Background: an optimization exercise with open tools, aiming at small area and a short achievable clock period. Do not read the settings as production practice.
Function was not checked in any run shown here: the RTL went through the layout flow alone.
Power is estimated from default activity; no workload was simulated.

--- flow/flow/run.sh ---
#!/bin/bash
set -euo pipefail
export BUFFER_PORTS_ARGS="-buffer_cell sky130_fd_sc_hd__buf_1"
bash standard.sh > standard_flow.log 2>&1
--- flow/standard.sh ---
#!/bin/bash
# synth_recipe.tcl (not shown) runs the flow's synth.tcl, then flattens the netlist and writes it again
# the make line also repeats each setting of config.mk as NAME=value (left out here)
make -C /OpenROAD-flow-scripts/flow DESIGN_CONFIG=/design/flow/config.mk WORK_HOME=/design/flow/orfs CLKGATE_MAP_FILE= SYNTH_SCRIPT=/design/flow/synth_recipe.tcl "${@:-finish}"
--- flow/config.mk ---
export PLATFORM = sky130hd
export DESIGN_NAME = reduce_prime2r
export DESIGN_NICKNAME = reduce_prime2r
export VERILOG_FILES = /design/flow/design.v
export SDC_FILE = /design/flow/constraint.sdc
export NUM_CORES = 4
export LEC_CHECK = 0
export CAP_MARGIN = 20
export CORE_MARGIN = 2
export CORE_UTILIZATION = 40
export SLEW_MARGIN = 20
--- flow/constraint.sdc ---
create_clock -name core_clock -period 5.3 [get_ports {clk}]
set_input_delay 1.0600 -clock core_clock [delete_from_list [all_inputs] [get_ports {clk}]]
set_output_delay 1.0600 -clock core_clock [all_outputs]
set_load 0.01 [all_outputs]
--- flow/design.v ---
module reduce_prime2r(
    input               clk,rst_n,
    input [69:0]        c,
    output reg [24:0]   res
    );
  wire n1;
  wire n2;
  wire n3;
  wire n4;
  wire n5;
  wire n6;
  wire n7;
  wire n8;
  wire n9;
  wire n10;
  wire n11;
  wire n12;
  wire n13;
  wire n14;
  wire n15;
  wire n16;
  wire n17;
  wire n18;
  wire n19;
  wire n20;
  wire n21;
  wire n22;
  wire n23;
  wire n24;
  wire n25;
  wire n26;
  wire n27;
  wire n28;
  wire n29;
  wire n30;
  wire n31;
  wire n32;
  wire n33;
  wire n34;
  wire n35;
  wire n36;
  wire n37;
  wire n38;
  wire n39;
  wire n40;
  wire n41;
  wire n42;
  wire n43;
  wire n44;
  wire n45;
  wire n46;
  wire n47;
  wire n48;
  wire n49;
  wire n50;
  wire n51;
  wire n52;
  wire n53;
  wire n54;
  wire n55;
  wire n56;
  wire n57;
  wire n58;
  wire n59;
  wire n60;
  wire n61;
  wire n62;
  wire n63;
  wire n64;
  wire n65;
  wire n66;
  wire n67;
  wire n68;
  wire n69;
  wire n70;
  wire n71;
  wire n72;
  wire n73;
  wire n74;
  wire n75;
  wire n76;
  wire n77;
  wire n78;
  wire n79;
  wire n80;
  wire n81;
  wire n82;
  wire n83;
  wire n84;
  wire n85;
  wire n86;
  wire n87;
  wire n88;
  wire n89;
  wire n90;
  wire n91;
  wire n92;
  wire n93;
  wire n94;
  wire n95;
  wire n96;
  wire n97;
  wire n98;
  wire n99;
  wire n100;
  wire n101;
  wire n102;
  wire n103;
  wire n104;
  wire n105;
  wire n106;
  wire n107;
  wire n108;
  wire n109;
  wire n110;
  wire n111;
  wire n112;
  wire n113;
  wire n114;
  wire n115;
  wire n116;
  wire n117;
  wire n118;
  wire n119;
  wire n120;
  wire n121;
  wire n122;
  wire n123;
  wire n124;
  wire n125;
  wire n126;
  wire n127;
  wire n128;
  wire n129;
  wire n130;
  wire n131;
  wire n132;
  wire n133;
  wire n134;
  wire n135;
  wire n136;
  wire n137;
  wire n138;
  wire n139;
  wire n140;
  wire n141;
  wire n142;
  wire n143;
  wire n144;
  wire n145;
  wire n146;
  wire n147;
  wire n148;
  wire n149;
  wire n150;
  wire n151;
  wire n152;
  wire n153;
  wire n154;
  wire n155;
  wire n156;
  wire n157;
  wire n158;
  wire n159;
  wire n160;
  wire n161;
  wire n162;
  wire n163;
  wire n164;
  wire n165;
  wire n166;
  wire n167;
  wire n168;
  wire n169;
  wire n170;
  wire n171;
  wire n172;
  wire n173;
  wire n174;
  wire n175;
  wire n176;
  wire n177;
  wire n178;
  wire n179;
  wire n180;
  wire n181;
  wire n182;
  wire n183;
  wire n184;
  wire n185;
  wire n186;
  wire n187;
  wire n188;
  wire n189;
  wire n190;
  wire n191;
  wire n192;
  wire n193;
  wire n194;
  wire n195;
  wire n196;
  wire n197;
  wire n198;
  wire n199;
  wire n200;
  wire n201;
  wire n202;
  wire n203;
  wire n204;
  wire n205;
  wire n206;
  wire n207;
  wire n208;
  wire n209;
  wire n210;
  wire n211;
  wire n212;
  wire n213;
  wire n214;
  wire n215;
  wire n216;
  wire n217;
  wire n218;
  wire n219;
  wire n220;
  wire n221;
  wire n222;
  wire n223;
  wire n224;
  wire n225;
  wire n226;
  wire n227;
  wire n228;
  wire n229;
  wire n230;
  wire n231;
  wire n232;
  wire n233;
  wire n234;
  wire n235;
  wire n236;
  wire n237;
  wire n238;
  wire n239;
  wire n240;
  wire n241;
  wire n242;
  wire n243;
  wire n244;
  wire n245;
  wire n246;
  wire n247;
  wire n248;
  wire n249;
  wire n250;
  wire n251;
  wire n252;
  wire n253;
  wire n254;
  wire n255;
  wire n256;
  wire n257;
  wire n258;
  wire n259;
  wire n260;
  wire n261;
  wire n262;
  wire n263;
  wire n264;
  wire n265;
  wire n266;
  wire n267;
  wire n268;
  wire n269;
  wire n270;
  wire n271;
  wire n272;
  wire n273;
  wire n274;
  wire n275;
  wire n276;
  wire n277;
  wire n278;
  wire n279;
  wire n280;
  wire n281;
  wire n282;
  wire n283;
  wire n284;
  wire n285;
  wire n286;
  wire n287;
  wire n288;
  wire n289;
  wire n290;
  wire n291;
  wire n292;
  wire n293;
  wire n294;
  wire n295;
  wire n296;
  wire n297;
  wire n298;
  wire n299;
  wire n300;
  wire n301;
  wire n302;
  wire n303;
  wire n304;
  wire n305;
  wire n306;
  wire n307;
  wire n308;
  wire n309;
  wire n310;
  wire n311;
  wire n312;
  wire n313;
  wire n314;
  wire n315;
  wire n316;
  wire n317;
  wire n318;
  wire n319;
  wire n320;
  wire n321;
  wire n322;
  wire n323;
  wire n324;
  wire n325;
  wire n326;
  wire n327;
  wire n328;
  wire n329;
  wire n330;
  wire n331;
  wire n332;
  wire n333;
  wire n334;
  wire n335;
  wire n336;
  wire n337;
  wire n338;
  wire n339;
  wire n340;
  assign n1 = ~c[30];
  assign n2 = c[6] ^ c[24] ^ n1;
  assign n3 = (c[6] & c[24]) | (c[6] & n1) | (c[24] & n1);
  assign n4 = ~c[31];
  assign n5 = c[7] ^ c[25] ^ n4;
  assign n6 = (c[7] & c[25]) | (c[7] & n4) | (c[25] & n4);
  assign n7 = ~c[32];
  assign n8 = c[8] ^ c[26] ^ n7;
  assign n9 = (c[8] & c[26]) | (c[8] & n7) | (c[26] & n7);
  assign n10 = ~c[33];
  assign n11 = c[9] ^ c[27] ^ n10;
  assign n12 = (c[9] & c[27]) | (c[9] & n10) | (c[27] & n10);
  assign n13 = ~c[34];
  assign n14 = c[10] ^ c[28] ^ n13;
  assign n15 = (c[10] & c[28]) | (c[10] & n13) | (c[28] & n13);
  assign n16 = ~c[35];
  assign n17 = c[11] ^ c[29] ^ n16;
  assign n18 = (c[11] & c[29]) | (c[11] & n16) | (c[29] & n16);
  assign n19 = ~c[36];
  assign n20 = c[12] ^ c[30] ^ n19;
  assign n21 = (c[12] & c[30]) | (c[12] & n19) | (c[30] & n19);
  assign n22 = ~c[37];
  assign n23 = c[13] ^ c[31] ^ n22;
  assign n24 = (c[13] & c[31]) | (c[13] & n22) | (c[31] & n22);
  assign n25 = ~c[38];
  assign n26 = c[14] ^ c[32] ^ n25;
  assign n27 = (c[14] & c[32]) | (c[14] & n25) | (c[32] & n25);
  assign n28 = ~c[39];
  assign n29 = c[15] ^ c[33] ^ n28;
  assign n30 = (c[15] & c[33]) | (c[15] & n28) | (c[33] & n28);
  assign n31 = ~c[40];
  assign n32 = c[16] ^ c[34] ^ n31;
  assign n33 = (c[16] & c[34]) | (c[16] & n31) | (c[34] & n31);
  assign n34 = ~c[41];
  assign n35 = c[17] ^ c[35] ^ n34;
  assign n36 = (c[17] & c[35]) | (c[17] & n34) | (c[35] & n34);
  assign n37 = ~c[42];
  assign n38 = c[18] ^ c[36] ^ n37;
  assign n39 = (c[18] & c[36]) | (c[18] & n37) | (c[36] & n37);
  assign n40 = ~c[43];
  assign n41 = c[19] ^ c[37] ^ n40;
  assign n42 = (c[19] & c[37]) | (c[19] & n40) | (c[37] & n40);
  assign n43 = ~c[44];
  assign n44 = c[20] ^ c[38] ^ n43;
  assign n45 = (c[20] & c[38]) | (c[20] & n43) | (c[38] & n43);
  assign n46 = ~c[45];
  assign n47 = c[21] ^ c[39] ^ n46;
  assign n48 = (c[21] & c[39]) | (c[21] & n46) | (c[39] & n46);
  assign n49 = ~c[46];
  assign n50 = c[22] ^ c[40] ^ n49;
  assign n51 = (c[22] & c[40]) | (c[22] & n49) | (c[40] & n49);
  assign n52 = ~c[47];
  assign n53 = c[23] ^ c[41] ^ n52;
  assign n54 = (c[23] & c[41]) | (c[23] & n52) | (c[41] & n52);
  assign n55 = c[0] ^ c[24];
  assign n56 = c[0] & ~c[24];
  assign n57 = ~c[48];
  assign n58 = n57 ^ c[42] ^ n55;
  assign n59 = (n57 & c[42]) | (n57 & n55) | (c[42] & n55);
  assign n60 = ~c[25];
  assign n61 = c[1] ^ n60 ^ c[49];
  assign n62 = (c[1] & n60) | (c[1] & c[49]) | (n60 & c[49]);
  assign n63 = n40 ^ n56 ^ n61;
  assign n64 = (n40 & n56) | (n40 & n61) | (n56 & n61);
  assign n65 = ~c[26];
  assign n66 = c[2] ^ n65 ^ c[50];
  assign n67 = (c[2] & n65) | (c[2] & c[50]) | (n65 & c[50]);
  assign n68 = n43 ^ n62 ^ n66;
  assign n69 = (n43 & n62) | (n43 & n66) | (n62 & n66);
  assign n70 = ~c[27];
  assign n71 = c[3] ^ n70 ^ c[51];
  assign n72 = (c[3] & n70) | (c[3] & c[51]) | (n70 & c[51]);
  assign n73 = n46 ^ n67 ^ n71;
  assign n74 = (n46 & n67) | (n46 & n71) | (n67 & n71);
  assign n75 = ~c[28];
  assign n76 = c[4] ^ n75 ^ c[52];
  assign n77 = (c[4] & n75) | (c[4] & c[52]) | (n75 & c[52]);
  assign n78 = n49 ^ n72 ^ n76;
  assign n79 = (n49 & n72) | (n49 & n76) | (n72 & n76);
  assign n80 = ~c[29];
  assign n81 = c[5] ^ n80 ^ c[53];
  assign n82 = (c[5] & n80) | (c[5] & c[53]) | (n80 & c[53]);
  assign n83 = n52 ^ n77 ^ n81;
  assign n84 = (n52 & n77) | (n52 & n81) | (n77 & n81);
  assign n85 = c[54] ^ c[42];
  assign n86 = c[54] | c[42];
  assign n87 = n2 ^ n54 ^ n82;
  assign n88 = (n2 & n54) | (n2 & n82) | (n54 & n82);
  assign n89 = ~n85;
  assign n90 = n89 ^ n87 ^ n84;
  assign n91 = (n89 & n87) | (n89 & n84) | (n87 & n84);
  assign n92 = n57 ^ c[55] ^ c[43];
  assign n93 = (n57 & c[55]) | (n57 & c[43]) | (c[55] & c[43]);
  assign n94 = n86 ^ n5 ^ n3;
  assign n95 = (n86 & n5) | (n86 & n3) | (n5 & n3);
  assign n96 = n92 ^ n88 ^ n94;
  assign n97 = (n92 & n88) | (n92 & n94) | (n88 & n94);
  assign n98 = ~c[49];
  assign n99 = n98 ^ c[56] ^ c[44];
  assign n100 = (n98 & c[56]) | (n98 & c[44]) | (c[56] & c[44]);
  assign n101 = n8 ^ n6 ^ n93;
  assign n102 = (n8 & n6) | (n8 & n93) | (n6 & n93);
  assign n103 = n99 ^ n95 ^ n101;
  assign n104 = (n99 & n95) | (n99 & n101) | (n95 & n101);
  assign n105 = ~c[50];
  assign n106 = n105 ^ c[57] ^ c[45];
  assign n107 = (n105 & c[57]) | (n105 & c[45]) | (c[57] & c[45]);
  assign n108 = n11 ^ n9 ^ n100;
  assign n109 = (n11 & n9) | (n11 & n100) | (n9 & n100);
  assign n110 = n106 ^ n102 ^ n108;
  assign n111 = (n106 & n102) | (n106 & n108) | (n102 & n108);
  assign n112 = ~c[51];
  assign n113 = n112 ^ c[58] ^ c[46];
  assign n114 = (n112 & c[58]) | (n112 & c[46]) | (c[58] & c[46]);
  assign n115 = n14 ^ n12 ^ n107;
  assign n116 = (n14 & n12) | (n14 & n107) | (n12 & n107);
  assign n117 = n113 ^ n109 ^ n115;
  assign n118 = (n113 & n109) | (n113 & n115) | (n109 & n115);
  assign n119 = ~c[52];
  assign n120 = n119 ^ c[59] ^ c[47];
  assign n121 = (n119 & c[59]) | (n119 & c[47]) | (c[59] & c[47]);
  assign n122 = n17 ^ n15 ^ n114;
  assign n123 = (n17 & n15) | (n17 & n114) | (n15 & n114);
  assign n124 = n120 ^ n116 ^ n122;
  assign n125 = (n120 & n116) | (n120 & n122) | (n116 & n122);
  assign n126 = ~c[53];
  assign n127 = c[48] ^ n126 ^ c[60];
  assign n128 = (c[48] & n126) | (c[48] & c[60]) | (n126 & c[60]);
  assign n129 = n20 ^ n18 ^ n121;
  assign n130 = (n20 & n18) | (n20 & n121) | (n18 & n121);
  assign n131 = n127 ^ n123 ^ n129;
  assign n132 = (n127 & n123) | (n127 & n129) | (n123 & n129);
  assign n133 = ~c[54];
  assign n134 = c[49] ^ n133 ^ c[61];
  assign n135 = (c[49] & n133) | (c[49] & c[61]) | (n133 & c[61]);
  assign n136 = n23 ^ n21 ^ n128;
  assign n137 = (n23 & n21) | (n23 & n128) | (n21 & n128);
  assign n138 = n134 ^ n130 ^ n136;
  assign n139 = (n134 & n130) | (n134 & n136) | (n130 & n136);
  assign n140 = ~c[55];
  assign n141 = c[50] ^ n140 ^ c[62];
  assign n142 = (c[50] & n140) | (c[50] & c[62]) | (n140 & c[62]);
  assign n143 = n26 ^ n24 ^ n135;
  assign n144 = (n26 & n24) | (n26 & n135) | (n24 & n135);
  assign n145 = n141 ^ n137 ^ n143;
  assign n146 = (n141 & n137) | (n141 & n143) | (n137 & n143);
  assign n147 = ~c[56];
  assign n148 = c[51] ^ n147 ^ c[63];
  assign n149 = (c[51] & n147) | (c[51] & c[63]) | (n147 & c[63]);
  assign n150 = n29 ^ n27 ^ n142;
  assign n151 = (n29 & n27) | (n29 & n142) | (n27 & n142);
  assign n152 = n148 ^ n144 ^ n150;
  assign n153 = (n148 & n144) | (n148 & n150) | (n144 & n150);
  assign n154 = ~c[57];
  assign n155 = c[52] ^ n154 ^ c[64];
  assign n156 = (c[52] & n154) | (c[52] & c[64]) | (n154 & c[64]);
  assign n157 = n32 ^ n30 ^ n149;
  assign n158 = (n32 & n30) | (n32 & n149) | (n30 & n149);
  assign n159 = n155 ^ n151 ^ n157;
  assign n160 = (n155 & n151) | (n155 & n157) | (n151 & n157);
  assign n161 = ~c[58];
  assign n162 = c[53] ^ n161 ^ c[65];
  assign n163 = (c[53] & n161) | (c[53] & c[65]) | (n161 & c[65]);
  assign n164 = n35 ^ n33 ^ n156;
  assign n165 = (n35 & n33) | (n35 & n156) | (n33 & n156);
  assign n166 = n162 ^ n158 ^ n164;
  assign n167 = (n162 & n158) | (n162 & n164) | (n158 & n164);
  assign n168 = ~c[59];
  assign n169 = c[54] ^ n168 ^ c[66];
  assign n170 = (c[54] & n168) | (c[54] & c[66]) | (n168 & c[66]);
  assign n171 = n38 ^ n36 ^ n163;
  assign n172 = (n38 & n36) | (n38 & n163) | (n36 & n163);
  assign n173 = n169 ^ n165 ^ n171;
  assign n174 = (n169 & n165) | (n169 & n171) | (n165 & n171);
  assign n175 = ~c[60];
  assign n176 = c[55] ^ n175 ^ c[67];
  assign n177 = (c[55] & n175) | (c[55] & c[67]) | (n175 & c[67]);
  assign n178 = n41 ^ n39 ^ n170;
  assign n179 = (n41 & n39) | (n41 & n170) | (n39 & n170);
  assign n180 = n176 ^ n172 ^ n178;
  assign n181 = (n176 & n172) | (n176 & n178) | (n172 & n178);
  assign n182 = ~c[61];
  assign n183 = c[56] ^ n182 ^ c[68];
  assign n184 = (c[56] & n182) | (c[56] & c[68]) | (n182 & c[68]);
  assign n185 = n44 ^ n42 ^ n177;
  assign n186 = (n44 & n42) | (n44 & n177) | (n42 & n177);
  assign n187 = n183 ^ n179 ^ n185;
  assign n188 = (n183 & n179) | (n183 & n185) | (n179 & n185);
  assign n189 = ~c[62];
  assign n190 = c[57] ^ n189 ^ c[69];
  assign n191 = (c[57] & n189) | (c[57] & c[69]) | (n189 & c[69]);
  assign n192 = n47 ^ n45 ^ n184;
  assign n193 = (n47 & n45) | (n47 & n184) | (n45 & n184);
  assign n194 = n190 ^ n186 ^ n192;
  assign n195 = (n190 & n186) | (n190 & n192) | (n186 & n192);
  assign n196 = c[58] ^ c[63];
  assign n197 = c[58] & ~c[63];
  assign n198 = n50 ^ n48 ^ n191;
  assign n199 = (n50 & n48) | (n50 & n191) | (n48 & n191);
  assign n200 = ~n196;
  assign n201 = n200 ^ n193 ^ n198;
  assign n202 = (n200 & n193) | (n200 & n198) | (n193 & n198);
  assign n203 = c[59] ^ c[64];
  assign n204 = c[59] & ~c[64];
  assign n205 = n197 ^ n53 ^ n51;
  assign n206 = (n197 & n53) | (n197 & n51) | (n53 & n51);
  assign n207 = ~n203;
  assign n208 = n207 ^ n199 ^ n205;
  assign n209 = (n207 & n199) | (n207 & n205) | (n199 & n205);
  assign n210 = c[60] ^ c[65];
  assign n211 = n210;
  assign n212 = n204 ^ n211;
  assign n213 = n212 ^ n206;
  assign n214 = n213 ^ n209;
  assign n215 = c[0] | ~c[24];
  assign n216 = c[1] & ~c[25];
  assign n217 = c[1] ^ ~c[25];
  assign n218 = c[2] & ~c[26];
  assign n219 = c[2] ^ ~c[26];
  assign n220 = c[3] & ~c[27];
  assign n221 = c[3] ^ ~c[27];
  assign n222 = c[4] & ~c[28];
  assign n223 = c[4] ^ ~c[28];
  assign n224 = c[5] & ~c[29];
  assign n225 = c[5] ^ ~c[29];
  assign n226 = n5 & n3;
  assign n227 = n5 ^ n3;
  assign n228 = n8 & n6;
  assign n229 = n8 ^ n6;
  assign n230 = n11 & n9;
  assign n231 = n11 ^ n9;
  assign n232 = n14 & n12;
  assign n233 = n14 ^ n12;
  assign n234 = n17 & n15;
  assign n235 = n17 ^ n15;
  assign n236 = n20 & n18;
  assign n237 = n20 ^ n18;
  assign n238 = n23 & n21;
  assign n239 = n23 ^ n21;
  assign n240 = n26 & n24;
  assign n241 = n26 ^ n24;
  assign n242 = n29 & n27;
  assign n243 = n29 ^ n27;
  assign n244 = n32 & n30;
  assign n245 = n32 ^ n30;
  assign n246 = n35 & n33;
  assign n247 = n35 ^ n33;
  assign n248 = n38 & n36;
  assign n249 = n38 ^ n36;
  assign n250 = n41 & n39;
  assign n251 = n41 ^ n39;
  assign n252 = n44 & n42;
  assign n253 = n44 ^ n42;
  assign n254 = n47 & n45;
  assign n255 = n47 ^ n45;
  assign n256 = n50 & n48;
  assign n257 = n50 ^ n48;
  assign n258 = n53 & n51;
  assign n259 = n53 ^ n51;
  assign n260 = n216 | (n217 & n215);
  assign n261 = n220 | (n221 & n218);
  assign n262 = n221 & n219;
  assign n263 = n224 | (n225 & n222);
  assign n264 = n225 & n223;
  assign n265 = n226 | (n227 & 1'b0);
  assign n266 = n227 & n2;
  assign n267 = n230 | (n231 & n228);
  assign n268 = n231 & n229;
  assign n269 = n234 | (n235 & n232);
  assign n270 = n235 & n233;
  assign n271 = n238 | (n239 & n236);
  assign n272 = n239 & n237;
  assign n273 = n242 | (n243 & n240);
  assign n274 = n243 & n241;
  assign n275 = n246 | (n247 & n244);
  assign n276 = n247 & n245;
  assign n277 = n250 | (n251 & n248);
  assign n278 = n251 & n249;
  assign n279 = n254 | (n255 & n252);
  assign n280 = n255 & n253;
  assign n281 = n258 | (n259 & n256);
  assign n282 = n259 & n257;
  assign n283 = n218 | (n219 & n260);
  assign n284 = n261 | (n262 & n260);
  assign n285 = 1'b0 | (n2 & n263);
  assign n286 = n2 & n264;
  assign n287 = n265 | (n266 & n263);
  assign n288 = n266 & n264;
  assign n289 = n232 | (n233 & n267);
  assign n290 = n233 & n268;
  assign n291 = n269 | (n270 & n267);
  assign n292 = n270 & n268;
  assign n293 = n240 | (n241 & n271);
  assign n294 = n241 & n272;
  assign n295 = n273 | (n274 & n271);
  assign n296 = n274 & n272;
  assign n297 = n248 | (n249 & n275);
  assign n298 = n249 & n276;
  assign n299 = n277 | (n278 & n275);
  assign n300 = n278 & n276;
  assign n301 = n256 | (n257 & n279);
  assign n302 = n257 & n280;
  assign n303 = n281 | (n282 & n279);
  assign n304 = n282 & n280;
  assign n305 = n222 | (n223 & n284);
  assign n306 = n263 | (n264 & n284);
  assign n307 = n285 | (n286 & n284);
  assign n308 = n287 | (n288 & n284);
  assign n309 = n236 | (n237 & n291);
  assign n310 = n237 & n292;
  assign n311 = n271 | (n272 & n291);
  assign n312 = n272 & n292;
  assign n313 = n293 | (n294 & n291);
  assign n314 = n294 & n292;
  assign n315 = n295 | (n296 & n291);
  assign n316 = n296 & n292;
  assign n317 = n252 | (n253 & n299);
  assign n318 = n253 & n300;
  assign n319 = n279 | (n280 & n299);
  assign n320 = n280 & n300;
  assign n321 = n301 | (n302 & n299);
  assign n322 = n302 & n300;
  assign n323 = n303 | (n304 & n299);
  assign n324 = n304 & n300;
  assign n325 = n228 | (n229 & n308);
  assign n326 = n267 | (n268 & n308);
  assign n327 = n289 | (n290 & n308);
  assign n328 = n291 | (n292 & n308);
  assign n329 = n309 | (n310 & n308);
  assign n330 = n311 | (n312 & n308);
  assign n331 = n313 | (n314 & n308);
  assign n332 = n315 | (n316 & n308);
  assign n333 = n244 | (n245 & n332);
  assign n334 = n275 | (n276 & n332);
  assign n335 = n297 | (n298 & n332);
  assign n336 = n299 | (n300 & n332);
  assign n337 = n317 | (n318 & n332);
  assign n338 = n319 | (n320 & n332);
  assign n339 = n321 | (n322 & n332);
  assign n340 = n323 | (n324 & n332);
  wire [24:0] wa = {n214, n202, n195, n188, n181, n174, n167, n160, n153, n146, n139, n132, n125, n118, n111, n104, n97, n91, n90, n79, n74, n69, n64, n59, n54};
  wire [24:0] wb = {1'b0, n208, n201, n194, n187, n180, n173, n166, n159, n152, n145, n138, n131, n124, n117, n110, n103, n96, 1'b0, n83, n78, n73, n68, n63, n58};
  wire wd = n340;
  reg [24:0] ra, rb;
  reg rd;
  always @(posedge clk) begin
    ra <= wa; rb <= wb; rd <= wd;
  end
  wire m1;
  wire m2;
  wire m3;
  wire m4;
  wire m5;
  wire m6;
  wire m7;
  wire m8;
  wire m9;
  wire m10;
  wire m11;
  wire m12;
  wire m13;
  wire m14;
  wire m15;
  wire m16;
  wire m17;
  wire m18;
  wire m19;
  wire m20;
  wire m21;
  wire m22;
  wire m23;
  wire m24;
  wire m25;
  wire m26;
  wire m27;
  wire m28;
  wire m29;
  wire m30;
  wire m31;
  wire m32;
  wire m33;
  wire m34;
  wire m35;
  wire m36;
  wire m37;
  wire m38;
  wire m39;
  wire m40;
  wire m41;
  wire m42;
  wire m43;
  wire m44;
  wire m45;
  wire m46;
  wire m47;
  wire m48;
  wire m49;
  wire m50;
  wire m51;
  wire m52;
  wire m53;
  wire m54;
  wire m55;
  wire m56;
  wire m57;
  wire m58;
  wire m59;
  wire m60;
  wire m61;
  wire m62;
  wire m63;
  wire m64;
  wire m65;
  wire m66;
  wire m67;
  wire m68;
  wire m69;
  wire m70;
  wire m71;
  wire m72;
  wire m73;
  wire m74;
  wire m75;
  wire m76;
  wire m77;
  wire m78;
  wire m79;
  wire m80;
  wire m81;
  wire m82;
  wire m83;
  wire m84;
  wire m85;
  wire m86;
  wire m87;
  wire m88;
  wire m89;
  wire m90;
  wire m91;
  wire m92;
  wire m93;
  wire m94;
  wire m95;
  wire m96;
  wire m97;
  wire m98;
  wire m99;
  wire m100;
  wire m101;
  wire m102;
  wire m103;
  wire m104;
  wire m105;
  wire m106;
  wire m107;
  wire m108;
  wire m109;
  wire m110;
  wire m111;
  wire m112;
  wire m113;
  wire m114;
  wire m115;
  wire m116;
  wire m117;
  wire m118;
  wire m119;
  wire m120;
  wire m121;
  wire m122;
  wire m123;
  wire m124;
  wire m125;
  wire m126;
  wire m127;
  wire m128;
  wire m129;
  wire m130;
  wire m131;
  wire m132;
  wire m133;
  wire m134;
  wire m135;
  wire m136;
  wire m137;
  wire m138;
  wire m139;
  wire m140;
  wire m141;
  wire m142;
  wire m143;
  wire m144;
  wire m145;
  wire m146;
  wire m147;
  wire m148;
  wire m149;
  wire m150;
  wire m151;
  wire m152;
  wire m153;
  wire m154;
  wire m155;
  assign m1 = ~ra[0] ^ ~rb[0];
  assign m2 = ~ra[0] & ~rb[0];
  assign m3 = (~ra[0] & ~rb[0]) | (~rd & (~ra[0] ^ ~rb[0]));
  assign m4 = ~ra[1] ^ rb[1];
  assign m5 = ~ra[1] & rb[1];
  assign m6 = ra[2] ^ rb[2];
  assign m7 = ra[2] & rb[2];
  assign m8 = ra[3] ^ rb[3];
  assign m9 = ra[3] & rb[3];
  assign m10 = ra[4] ^ rb[4];
  assign m11 = ra[4] & rb[4];
  assign m12 = ra[5] ^ rb[5];
  assign m13 = ra[5] & rb[5];
  assign m14 = ra[6] ^ rd;
  assign m15 = ra[6] & rd;
  assign m16 = ra[7] ^ rb[7];
  assign m17 = ra[7] & rb[7];
  assign m18 = ra[8] ^ rb[8];
  assign m19 = ra[8] & rb[8];
  assign m20 = ra[9] ^ rb[9];
  assign m21 = ra[9] & rb[9];
  assign m22 = ra[10] ^ rb[10];
  assign m23 = ra[10] & rb[10];
  assign m24 = ra[11] ^ rb[11];
  assign m25 = ra[11] & rb[11];
  assign m26 = ra[12] ^ rb[12];
  assign m27 = ra[12] & rb[12];
  assign m28 = ra[13] ^ rb[13];
  assign m29 = ra[13] & rb[13];
  assign m30 = ra[14] ^ rb[14];
  assign m31 = ra[14] & rb[14];
  assign m32 = ra[15] ^ rb[15];
  assign m33 = ra[15] & rb[15];
  assign m34 = ra[16] ^ rb[16];
  assign m35 = ra[16] & rb[16];
  assign m36 = ra[17] ^ rb[17];
  assign m37 = ra[17] & rb[17];
  assign m38 = ra[18] ^ rb[18];
  assign m39 = ra[18] & rb[18];
  assign m40 = ra[19] ^ rb[19];
  assign m41 = ra[19] & rb[19];
  assign m42 = ra[20] ^ rb[20];
  assign m43 = ra[20] & rb[20];
  assign m44 = ra[21] ^ rb[21];
  assign m45 = ra[21] & rb[21];
  assign m46 = ra[22] ^ rb[22];
  assign m47 = ra[22] & rb[22];
  assign m48 = ra[23] ^ rb[23];
  assign m49 = ra[23] & rb[23];
  assign m50 = m5 | (m4 & m3);
  assign m51 = m9 | (m8 & m7);
  assign m52 = m8 & m6;
  assign m53 = m13 | (m12 & m11);
  assign m54 = m12 & m10;
  assign m55 = m17 | (m16 & m15);
  assign m56 = m16 & m14;
  assign m57 = m21 | (m20 & m19);
  assign m58 = m20 & m18;
  assign m59 = m25 | (m24 & m23);
  assign m60 = m24 & m22;
  assign m61 = m29 | (m28 & m27);
  assign m62 = m28 & m26;
  assign m63 = m33 | (m32 & m31);
  assign m64 = m32 & m30;
  assign m65 = m37 | (m36 & m35);
  assign m66 = m36 & m34;
  assign m67 = m41 | (m40 & m39);
  assign m68 = m40 & m38;
  assign m69 = m45 | (m44 & m43);
  assign m70 = m44 & m42;
  assign m71 = m49 | (m48 & m47);
  assign m72 = m48 & m46;
  assign m73 = m7 | (m6 & m50);
  assign m74 = m51 | (m52 & m50);
  assign m75 = m15 | (m14 & m53);
  assign m76 = m14 & m54;
  assign m77 = m55 | (m56 & m53);
  assign m78 = m56 & m54;
  assign m79 = m23 | (m22 & m57);
  assign m80 = m22 & m58;
  assign m81 = m59 | (m60 & m57);
  assign m82 = m60 & m58;
  assign m83 = m31 | (m30 & m61);
  assign m84 = m30 & m62;
  assign m85 = m63 | (m64 & m61);
  assign m86 = m64 & m62;
  assign m87 = m39 | (m38 & m65);
  assign m88 = m38 & m66;
  assign m89 = m67 | (m68 & m65);
  assign m90 = m68 & m66;
  assign m91 = m47 | (m46 & m69);
  assign m92 = m46 & m70;
  assign m93 = m71 | (m72 & m69);
  assign m94 = m72 & m70;
  assign m95 = m11 | (m10 & m74);
  assign m96 = m53 | (m54 & m74);
  assign m97 = m75 | (m76 & m74);
  assign m98 = m77 | (m78 & m74);
  assign m99 = m27 | (m26 & m81);
  assign m100 = m26 & m82;
  assign m101 = m61 | (m62 & m81);
  assign m102 = m62 & m82;
  assign m103 = m83 | (m84 & m81);
  assign m104 = m84 & m82;
  assign m105 = m85 | (m86 & m81);
  assign m106 = m86 & m82;
  assign m107 = m43 | (m42 & m89);
  assign m108 = m42 & m90;
  assign m109 = m69 | (m70 & m89);
  assign m110 = m70 & m90;
  assign m111 = m91 | (m92 & m89);
  assign m112 = m92 & m90;
  assign m113 = m93 | (m94 & m89);
  assign m114 = m94 & m90;
  assign m115 = m19 | (m18 & m98);
  assign m116 = m57 | (m58 & m98);
  assign m117 = m79 | (m80 & m98);
  assign m118 = m81 | (m82 & m98);
  assign m119 = m99 | (m100 & m98);
  assign m120 = m101 | (m102 & m98);
  assign m121 = m103 | (m104 & m98);
  assign m122 = m105 | (m106 & m98);
  assign m123 = m35 | (m34 & m122);
  assign m124 = m65 | (m66 & m122);
  assign m125 = m87 | (m88 & m122);
  assign m126 = m89 | (m90 & m122);
  assign m127 = m107 | (m108 & m122);
  assign m128 = m109 | (m110 & m122);
  assign m129 = m111 | (m112 & m122);
  assign m130 = m113 | (m114 & m122);
  assign m131 = m1 ^ ~rd;
  assign m132 = m4 ^ m3;
  assign m133 = m6 ^ m50;
  assign m134 = m8 ^ m73;
  assign m135 = m10 ^ m74;
  assign m136 = m12 ^ m95;
  assign m137 = m14 ^ m96;
  assign m138 = m16 ^ m97;
  assign m139 = m18 ^ m98;
  assign m140 = m20 ^ m115;
  assign m141 = m22 ^ m116;
  assign m142 = m24 ^ m117;
  assign m143 = m26 ^ m118;
  assign m144 = m28 ^ m119;
  assign m145 = m30 ^ m120;
  assign m146 = m32 ^ m121;
  assign m147 = m34 ^ m122;
  assign m148 = m36 ^ m123;
  assign m149 = m38 ^ m124;
  assign m150 = m40 ^ m125;
  assign m151 = m42 ^ m126;
  assign m152 = m44 ^ m127;
  assign m153 = m46 ^ m128;
  assign m154 = m48 ^ m129;
  assign m155 = ra[24] ^ rd ^ m130;
  wire [24:0] sum = {m155, m154, m153, m152, m151, m150, m149, m148, m147, m146, m145, m144, m143, m142, m141, m140, m139, m138, m137, m136, m135, m134, m133, m132, m131};
  always @(posedge clk or negedge rst_n)
    if (!rst_n) res <= 25'd0;
    else res <= sum;
endmodule
==> flow_summary_export.csv, run 1 <==
group,metric,value,unit
run_status,status,"no timing/DRC/antenna violations",
cts,clkSlewWorstSetupHoldPaths,0.06,ns
synthesis,synthCells,406,
power_and_ir_drop,p_leak,2.741,nW
cts,cts_tree,"built",
worst_setup_path,worstSetupPathType,"in2reg",
worst_setup_path,r2r_slack,2.32,ns
drt,routed_wl,10710,µm
synthesis,synth_compound_area_share,7.522,%
synthesis,syn_avg_cell_area,12.41,µm²
global_route,grt_start_max_net_pins,26,
cells_and_area,n_antenna_cell,0,
timing,rsz0062_at_grt,"false",
run,maxCapViolations,0,
synthesis,synth-xor-area-share,3.997,%
cts,cts.sinks,74,
drt,viasPerCell,4.528,
synthesis,synthTopCellsByArea,"fa_1, dfxtp_1, dfrtp_1, ha_1, inv_1",
worst_setup_path,cp.depth,9,
synthesis,async_reset_ff_share,33.78,%
min_path,hold_path.class,"reg2reg",
placed_design,pre_cts_slack,1.908,ns
drt,drtAntennaViolNets,0,
timing,fin_worst_skew,0.005872,ns
cells_and_area,syn_to_final_growth,17.43,%
worst_setup_path,cpPeakStageDelay,0.57,ns
die,initial_utilization,40.43,%
synthesis,synth.area.mux_share,0,%
cts,cts_max_path_buffers,2,
cts,cts_hold_buf,0,
min_path,min_path_cells,2,
global_route,grt_pass1_wl,17000,µm
placed_design,dpl.hpwl,9619,µm
timing,min_period,3.024,ns
synthesis,synth-seq-cells,74,
synthesis,syn_nets,613,
synthesis,synth_top_family_by_area,"adder cells",
worst_setup_path,start_kind,"input pin",
cts,cts_setup_buffers,0,
cts,clk-insertion-delay-late,0.33,ns
synthesis,yosysWarnings,1,
die,io-pin-count,97,
cells_and_area,drive_above_1_share,4.046,%
global_route,grt_usage,17.26,%
worst_setup_path,cp_num_buf_inv,3,
timing,setup_slack,2.276,ns
power_and_ir_drop,ir_worst_vdd,139.9,µV
cells_and_area,fin_nets,721,
worst_setup_path,path_max_fanout,2,
timing,worst_pin_slew,0.4095,ns
min_path,min_from,"rb[0]",
placed_design,numPortBuffers,96,
timing,slew_headroom,71.99,%
synthesis,yosys.area.top_type_share,34.16,%
synthesis,yosysTopAreaCell,"fa_1",
synthesis,synth-edff-count,0,
cts,cts_root_buf,"clkbuf_16",
placed_design,routabilityCongestion,0.9063,
synthesis,netlist_area,5040,µm²
cts,cts_resized,0,
worst_setup_path,crit_required,5.56,ns
die,die-height,116.2,µm
worst_setup_path,cp_data_arrival_time,3.28,ns
drt,drtIter0Drc,106,
timing,finalCritPeriodShare,57.06,%
die,die_w,116.2,µm
die,die-area,13510,µm²
cts,cts_inserted_buffers,9,
timing,slew_viol_final,0,
timing,finalSetupViolations,0,
drt,wire_per_inst,15.50,µm
global_route,grt_pass1_vias,3358,
timing,fmax,330.7,MHz
drt,drcViolationCount,0,
worst_setup_path,r2r_cells,11,
power_and_ir_drop,pwr_density_cell,487.4,nW/µm²
synthesis,ys_types,42,
drt,firstDrtPassIters,4,
worst_setup_path,endpoint_kind,"flip-flop",
worst_setup_path,critPathSlowestCell,"fa_1",
timing,hold_violations,0,
die,core-area,12470,µm²
drt,vias,3129,
synthesis,seq_area_frac_synth,31.88,%
worst_setup_path,rr_endpoint,"res[17]",
synthesis,synthSimpleGateAreaFrac,4.022,%
worst_setup_path,cpLargestDelayFamily,"adder cells",
synthesis,synthAdderAreaFrac,46.33,%
cts,htreeDepth,3,
synthesis,synth_flop_cell,"dfxtp_1",
synthesis,yosys-top-cells-count,"fa_1, inv_1, dfxtp_1, ha_1, dfrtp_1",
synthesis,post-synth-top-count-cell,"fa_1",
worst_setup_path,crit_chain,"buf_1, inv_1, fa_1, fa_1, inv_1, fa_1, xor2_1, xnor2_1, xnor2_1",
timing,setup_tns,0,ns
worst_setup_path,path_common_cell,"fa_1",
die,num_rows,41,
worst_setup_path,worstReg2RegStart,"rd",
min_path,holdPathEnd,"res[0]",
global_route,grt_overflow,0,
global_route,antenna_found_initial,0,
==> layer usage <==
layer | vias up | wire length (µm) | track usage, %
met2 | 91 | 5136 | 27.98
met4 | 0 | 248 | 6.587
met3 | 17 | 557 | 3.892
met1 | 1509 | 4767 | 22.74
met5 | - | 0 | 0
li1 | 1512 | - | -
==> through the flow <==
stage	cell area, µm²	utilization [%]	power [mW]	std cells	hold slack (ns)
final	5918	47.48	2.885	691	0.5430
after global routing	5918	47.48	3.154	691	0.5941
after CTS	5918	47.48	2.924	691	0.5550
after detailed placement	5623	45.11	2.305	675	0.5417
after global placement	5623	45.11	2.275	675	0.5327
after floorplan	5040	-	1.915	406	0.5180
==> final cells by class <==
class / count / area [µm²]
Clock buffer: 10 / 229.0
Timing Repair Buffer: 97 / 367.9
Clock inverter: 6 / 66.31
Inverter: 84 / 315.3
Fill cell: 1156 / 6548
Multi-Input combinational cell: 248 / 3118
Sequential cell: 74 / 1607
Tap cell: 172 / 215.2
==> tightest hold or removal path, delay by kind of cell, from the launching register on <==
| kind | cells | cell delay (ns) |
|---|---|---|
| flops | 1 | 0.30 |
| fa+ha+maj | 1 | 0.15 |
| buf+inv | 1 | 0.06 |
==> where the power goes <==
part	internal, mW	switching (mW)
Sequential	0.819	0.0818
Clock	0.365	0.235
Combinational	0.614	0.769
==> cell usage in the layout, fill, tap and decap left out, types with 2 or more instances in the layout <==
cell type	instances
and3_1	2
clkinvlp_4	3
nand3_1	3
o21ai_0	5
nor2_1	4
nand2b_1	4
dfxtp_1	49
a21oi_1	16
nand4_1	3
xnor2_1	15
dfrtp_1	25
nor3_1	3
clkbuf_16	9
o31ai_1	2
inv_1	84
o21bai_1	2
buf_1	96
nand2_1	6
nor2b_1	4
and4_1	3
fa_1	86
xor2_1	8
a21o_1	12
ha_1	49
==> registers in the layout, indices dropped and copies added (netlist names) <==
signal  cells
ra         25
rb         23
rd          1
res        25
==> how the worst max path moves through the flow <==
stage,end,startpoint,slack [ns]
after floorplan,ra[24],c[47],2.22
after global placement,ra[24],c[47],2.01
after detailed placement,ra[24],c[47],1.91
after CTS,ra[24],c[47],2.27
after global routing,res[17],rd,2.12
final,ra[24],c[47],2.28
==> logic make-up after synthesis <==
logic type / Yosys count
XOR/XNOR: 23
adder cells (fa/ha/maj): 135
buffers and inverters: 84
flip-flops: 74
AND/OR/NAND/NOR: 36
AO/OA/AOI/OAI: 54
==> run 2, diff against run 1 <==
--- a/flow/config.mk
+++ b/flow/config.mk
@@ -8,4 +8,5 @@
 export CAP_MARGIN = 20
 export CORE_MARGIN = 2
 export CORE_UTILIZATION = 40
+export SETUP_SLACK_MARGIN = 2.7
 export SLEW_MARGIN = 20
==> flow_summary_export.csv, run 2 <==
group,metric,value,unit
cts,clkSlewWorstSetupHoldPaths,0.06,ns
synthesis,yosys.area.top_type_share,34.16,%
power_and_ir_drop,p_total,3.113,mW
cts,cts_inserted_buffers,9,
synthesis,syn_nets,613,
global_route,grt_pass1_wl,17230,µm
drt,vias,3165,
worst_setup_path,worstSetupPathType,"in2reg",
cells_and_area,layout_common_cells,"fa_1, inv_1, buf_1",
die,die-area,13510,µm²
power_and_ir_drop,p_leak,2.951,nW
power_and_ir_drop,p_clk_share,22.7,%
run_status,status,"no timing/DRC/antenna violations",
power_and_ir_drop,p_seq_share,29.0,%
worst_setup_path,crit_required,5.53,ns
placed_design,routabilityCongestion,0.9251,
cts,htreeDepth,3,
timing,finalCritPeriodShare,52.00,%
drt,wire_per_inst,15.55,µm
timing,fmax,362.8,MHz
drt,viasPerCell,4.483,
synthesis,synth-edff-count,0,
cells_and_area,layout_commonest_cell,"fa_1",
worst_setup_path,endpoint_kind,"flip-flop",
synthesis,synth-seq-cells,74,
placed_design,dpl.hpwl,9592,µm
power_and_ir_drop,pwr_density_cell,493.1,nW/µm²
power_and_ir_drop,comb_power_share,48.3,%
die,io-pin-count,97,
cts,cts_tree,"built",
cts,clk-insertion-delay-late,0.33,ns
timing,min_period,2.756,ns
timing,fin_worst_skew,0.005209,ns
timing,worst_pin_slew,0.4437,ns
synthesis,synthTopCellsByArea,"fa_1, dfxtp_1, dfrtp_1, ha_1, inv_1",
power_and_ir_drop,ir_worst_vdd,185.5,µV
run,maxCapViolations,0,
worst_setup_path,path_max_fanout,2,
timing,slew_headroom,69.65,%
cells_and_area,drive_above_1_share,20.04,%
worst_setup_path,r2r_slack,2.70,ns
synthesis,netlist_area,5040,µm²
timing,setup_tns,0,ns
cells_and_area,n_antenna_cell,0,
cells_and_area,fin_nets,736,
cts,cts_hold_buf,0,
global_route,grt_usage,17.54,%
cells_and_area,syn_to_final_growth,25.27,%
timing,rsz0062_at_grt,"true",
timing,hold_violations,0,
synthesis,ys_types,42,
die,num_rows,41,
cells_and_area,reg.largest.list,"ra x25, res x25, rb x23",
worst_setup_path,cp_data_arrival_time,2.98,ns
cts,cts_root_buf,"clkbuf_16",
synthesis,seq_area_frac_synth,31.88,%
die,die-height,116.2,µm
synthesis,post-synth-top-count-cell,"fa_1",
drt,routed_wl,10980,µm
placed_design,numPortBuffers,96,
timing,finalSetupViolations,0,
drt,firstDrtPassIters,4,
synthesis,synth_flop_cell,"dfxtp_1",
timing,slew_viol_final,0,
die,core-area,12470,µm²
synthesis,async_reset_ff_share,33.78,%
synthesis,synthCells,406,
die,die_w,116.2,µm
global_route,grt_pass1_vias,3352,
synthesis,syn_avg_cell_area,12.41,µm²
synthesis,yosys-top-cells-count,"fa_1, inv_1, dfxtp_1, ha_1, dfrtp_1",
global_route,antenna_found_initial,1,
drt,drtAntennaViolNets,0,
cts,cts.sinks,74,
power_and_ir_drop,intPower,2.003,mW
drt,drtIter0Drc,101,
synthesis,yosysTopAreaCell,"fa_1",
min_path,hold_path.class,"reg2reg",
global_route,grt_start_max_net_pins,26,
cts,cts_max_path_buffers,2,
synthesis,yosysWarnings,1,
drt,drcViolationCount,0,
die,initial_utilization,40.43,%
power_and_ir_drop,p_switching,1.110,mW
worst_setup_path,start_kind,"input pin",
power_and_ir_drop,p_sw_share,35.66,%
global_route,grt_overflow,0,
## run 2: changes by cell type in the layout (fill, tap and decap cells not counted), moves of 12 or more
cell	change
fa_1	-13
fa_2	+13
buf_4	+16
buf_1	-32
buf_2	+16
inv_1	-12
## run 2: metrics by stage
step           utilization [%]  cell area [µm²]  setup slack [ns]  instances  hold WS (ns)
2_1_floorplan                -             5060             2.371        406        0.5180
3_3_place_gp             45.27             5643             2.044        675        0.5343
3_5_place_dp             45.27             5643             1.968        675        0.5438
4_1_cts                  49.21             6135             2.501        699        0.5554
5_1_grt                  50.65             6314             2.507        706        0.5793
6_report                 50.65             6314             2.544        706        0.5565
## run 2: what timing repair did
item / 4_1_cts / 5_1_grt
cloned: 0 / 0
pin swaps: 13 / 26
resized for setup: 37 / 46
setup buffers: 8 / 7
setup endpoints to repair: 21 / 25
## run 2: routing by layer
layer / wire length (µm) / GRT usage [%]
met3: 575 / 4.048
met2: 5406 / 29.03
met5: 17 / 0
met4: 150 / 4.683
met1: 4827 / 23.41
## run 2: worst paths after layout
check,cells after the start,startpoint,end
setup / recovery,9,c[47],ra[24]
hold / removal,1,rb[4],res[4]
setup reg to reg,11,rd,res[17]
hold reg to reg,1,rb[4],res[4]
max in group asynchronous,2,rst_n,res[20]
min in group asynchronous,2,rst_n,res[3]
## run 2: logic make-up (layout without fill, tap and decap cells)
group                      count (synthesis)  in the layout  synth area share (%)
adders and majority gates                135            135                 46.33
AOI/OAI and AO/OA                         54             54                 7.523
xor gates and xnor gates                  23             23                 3.997
and+or+nand+nor                           36             36                 4.022
DFF                                       74             74                 31.88
buffers and inverters                     84            212                 6.256
## run 2: area by class of cell
cell class                 count  area, µm²
fill                        1147       6152
multi-input combinational    248       3232
sequential                    74       1610
timing repair buffer         112      571.8
inverter                      84      330.3
clock buffer                  12      256.5
tap                          172      215.2
clock inverter                 4      97.59
## run 2: power groups by stage
| stage | Clock [mW] | Sequential [mW] | Combinational, mW |
|---|---|---|---|
| detailed placement | 0 | 0.914 | 1.39 |
| global placement | 0 | 0.914 | 1.36 |
| finish | 0.708 | 0.901 | 1.50 |
| CTS | 0.723 | 0.905 | 1.43 |
| global route | 0.751 | 0.924 | 1.71 |
| floorplan | 0 | 0.949 | 0.967 |
## run 2: worst max-delay path, cell delays in order
cell and delay [ns]:
buf_8 0.08, inv_6 0.03, fa_2 0.48, fa_1 0.51
inv_2 0.04, fa_2 0.34, xor2_2 0.17, xnor2_2 0.15
xnor2_1 0.12

-- port drivers added, routing unchanged --
The results above use ideal ports. As a check the final layouts listed here were re-extracted and re-timed, cells and wires unchanged. Step 1 (the two cells are an assumption about what drives the block):
set clk [get_ports {clk}]
set_driving_cell -lib_cell sky130_fd_sc_hd__clkbuf_16 $clk
set_driving_cell -lib_cell sky130_fd_sc_hd__buf_2 [delete_from_list [all_inputs] $clk]
Step 2, shift: input delay + t, output delay - t, t = (earliest + latest rising clock arrival at the registers) / 2. This alone moves slack from input paths to output paths. Three values: no drivers, after step 1, after step 2; two values: the first two.
run	shift t [ns]	setup WS [ns]	worst setup path at the end
run 1	0.371	2.276 / 2.295 / 1.924	input to register
run 2	0.366	2.544 / 2.533 / 2.166	input to register
After both steps every run listed still meets setup and hold. For run 2, which loses most, drivers alone change the setup slack by -0.011 ns; drivers and shift together by -0.378 ns.
